Context: an optimization exercise on an open-source flow, tuned for small area and a short achievable clock period. The choices shown serve that exercise and are no tape-out recipe.

==> exp/tundra: inputs <==
Design adder_1, start of the top module:
module adder_1 #(parameter DSIZE = 64)
            (
                in_a,
                in_b,
                in_c,
                in_d,
                sum,
                clk,
                rst_n
            );
input   [DSIZE-1:0]     in_a;
input   [DSIZE-1:0]     in_b;
input   [DSIZE-1:0]     in_c;
input   [DSIZE-1:0]     in_d;
output  [DSIZE-1:0]     sum ;
input                   clk;
input                   rst_n;
wire   [DSIZE-2:0]      s1, s2;
wire   [DSIZE-1:0]      pv;
wire   [DSIZE-2:0]      c1, c2;
wire   [DSIZE-2:1]      gv;
fa_m u_fa1_0 (.a(in_a[0]), .b(in_b[0]), .c(in_c[0]), .s(s1[0]), .co(c1[0]));
fa_m u_fa1_1 (.a(in_a[1]), .b(in_b[1]), .c(in_c[1]), .s(s1[1]), .co(c1[1]));
fa_m u_fa1_2 (.a(in_a[2]), .b(in_b[2]), .c(in_c[2]), .s(s1[2]), .co(c1[2]));
fa_m u_fa1_3 (.a(in_a[3]), .b(in_b[3]), .c(in_c[3]), .s(s1[3]), .co(c1[3]));
fa_m u_fa1_4 (.a(in_a[4]), .b(in_b[4]), .c(in_c[4]), .s(s1[4]), .co(c1[4]));
fa_m u_fa1_5 (.a(in_a[5]), .b(in_b[5]), .c(in_c[5]), .s(s1[5]), .co(c1[5]));
fa_m u_fa1_6 (.a(in_a[6]), .b(in_b[6]), .c(in_c[6]), .s(s1[6]), .co(c1[6]));
fa_m u_fa1_7 (.a(in_a[7]), .b(in_b[7]), .c(in_c[7]), .s(s1[7]), .co(c1[7]));
fa_m u_fa1_8 (.a(in_a[8]), .b(in_b[8]), .c(in_c[8]), .s(s1[8]), .co(c1[8]));
fa_m u_fa1_9 (.a(in_a[9]), .b(in_b[9]), .c(in_c[9]), .s(s1[9]), .co(c1[9]));
fa_m u_fa1_10 (.a(in_a[10]), .b(in_b[10]), .c(in_c[10]), .s(s1[10]), .co(c1[10]));
fa_m u_fa1_11 (.a(in_a[11]), .b(in_b[11]), .c(in_c[11]), .s(s1[11]), .co(c1[11]));
fa_m u_fa1_12 (.a(in_a[12]), .b(in_b[12]), .c(in_c[12]), .s(s1[12]), .co(c1[12]));
fa_m u_fa1_13 (.a(in_a[13]), .b(in_b[13]), .c(in_c[13]), .s(s1[13]), .co(c1[13]));
fa_m u_fa1_14 (.a(in_a[14]), .b(in_b[14]), .c(in_c[14]), .s(s1[14]), .co(c1[14]));
fa_m u_fa1_15 (.a(in_a[15]), .b(in_b[15]), .c(in_c[15]), .s(s1[15]), .co(c1[15]));
fa_m u_fa1_16 (.a(in_a[16]), .b(in_b[16]), .c(in_c[16]), .s(s1[16]), .co(c1[16]));
fa_m u_fa1_17 (.a(in_a[17]), .b(in_b[17]), .c(in_c[17]), .s(s1[17]), .co(c1[17]));
fa_m u_fa1_18 (.a(in_a[18]), .b(in_b[18]), .c(in_c[18]), .s(s1[18]), .co(c1[18]));
fa_m u_fa1_19 (.a(in_a[19]), .b(in_b[19]), .c(in_c[19]), .s(s1[19]), .co(c1[19]));
  ...
==> flow/config.mk <==
export PLATFORM = sky130hd
export DESIGN_NAME = adder_1
export DESIGN_NICKNAME = adder_1
export VERILOG_FILES = /design/flow/design.v
export SDC_FILE = /design/flow/constraint.sdc
export NUM_CORES = 4
export LEC_CHECK = 0
export CAP_MARGIN = 20
export CORE_MARGIN = 2
export CORE_UTILIZATION = 40
export CTS_BUF_LIST = sky130_fd_sc_hd__clkbuf_4 sky130_fd_sc_hd__clkbuf_8
export GPL_ROUTABILITY_DRIVEN = 0
export SETUP_SLACK_MARGIN = 2.0
export SLEW_MARGIN = 20
export SYNTH_HIERARCHICAL = 1
export SYNTH_MINIMUM_KEEP_SIZE = 0
==> flow/constraint.sdc <==
create_clock -name core_clock -period 4.0 [get_ports {clk}]
set_input_delay 0.8000 -clock core_clock [delete_from_list [all_inputs] [get_ports {clk}]]
set_output_delay 0.8000 -clock core_clock [all_outputs]
set_load 0.01 [all_outputs]
standard.sh (not shown) runs the stock make flow with config.mk's settings and CLKGATE_MAP_FILE= SYNTH_SCRIPT=/design/flow/synth_recipe.tcl, a recipe that flattens the netlist after the stock synthesis.
==> flow/flow/run.sh <==
#!/bin/bash
export BUFFER_PORTS_ARGS="-buffer_cell sky130_fd_sc_hd__buf_1"
bash standard.sh ABC_LOAD_IN_FF=3 finish > standard.log 2>&1
==> exp/raven (differences from exp/tundra) <==
GPL_ROUTABILITY_DRIVEN = unset   (was 0)
SETUP_SLACK_MARGIN = 2.05   (was 2.0)
==> exp/onyx (differences from exp/tundra) <==
GPL_ROUTABILITY_DRIVEN = unset   (was 0)
==> flow_metrics.py <==
metrics = {
    "status": {
        "outcome": "complete, no violations",
    },
    "finish": {
        "areaGrowthSynthToFinish_pct": 27.4,
    },
    "clock_network": {
        "clk_pin_slew_ns": 0.10,
    },
    "worst_setup_path": {
        "reg2reg_slack_ns": 2.08,
    },
    "drt": {
        "drt_iter0_drc": 246,
        "wl_met2_mm": 12.6,
    },
    "global_routing": {
        "gr-usage-all-layers_pct": 18.9,
    },
}
That was exp/raven.
==> flow_metrics.py <==
metrics = {
    "synth": {
        "synth_top_family_by_area": "adder cells",
    },
    "finish": {
        "areaGrowthSynthToFinish_pct": 24.3,
    },
    "clock_network": {
        "cts_made_buffers": 17,
        "htree_levels": 4,
        "clk_pin_slew_ns": 0.09,
    },
    "drt": {
        "wl_met2_mm": 12.4,
        "drt_iter0_drc": 251,
    },
    "global_routing": {
        "gr-usage-all-layers_pct": 18.8,
    },
    "status": {
        "outcome": "complete, no violations",
    },
}
That was exp/onyx.
==> flow_metrics.py <==
metrics = {
    "status": {
        "outcome": "complete, no violations",
    },
    "worst_setup_path": {
        "reg2reg_slack_ns": 2.02,
    },
    "clock_network": {
        "htree_levels": 4,
    },
    "drt": {
        "drt_iter0_drc": 275,
        "wl_met2_mm": 12.3,
    },
    "global_routing": {
        "gr-usage-all-layers_pct": 18.7,
    },
}
That was exp/tundra.
Function was not checked in any run of this note: the RTL went through the layout flow alone.

-- static timing again, ports no longer ideal --
How much do the figures lean on ideal ports? The routed layouts below were timed once more, with nothing changed but the port constraints. Step 1 (the two cells are an assumption about what drives the block):
set clk [get_ports {clk}]
set_driving_cell -lib_cell sky130_fd_sc_hd__clkbuf_16 $clk
set_driving_cell -lib_cell sky130_fd_sc_hd__buf_2 [delete_from_list [all_inputs] $clk]
Step 2, shift: input delay + t, output delay - t, t = (earliest + latest rising clock arrival at the registers) / 2. This alone moves slack from input paths to output paths. a / b / c = ideal / step 1 / step 2; a / b = the first two.
| run | t, ns | setup slack, ns | slew at the worst register clock pin (ns) | worst data-port slew with drivers (ns) | pins driven straight from the clock port |
|---|---|---|---|---|---|
| exp/tundra | 0.510 | 2.023 / 2.023 / 1.720 | 0.10 / 0.10 | 0.05 | 1 |
| exp/raven | 0.500 | 2.085 / 2.085 / 1.696 | 0.10 / 0.10 | 0.07 | 1 |
| exp/onyx | 0.500 | 2.052 / 2.052 / 1.699 | 0.09 / 0.09 | 0.07 | 1 |
After both steps every run listed still meets setup and hold. The setup slack of exp/raven, which loses most, moves by 0.000 ns with the drivers and by -0.389 ns with both steps.
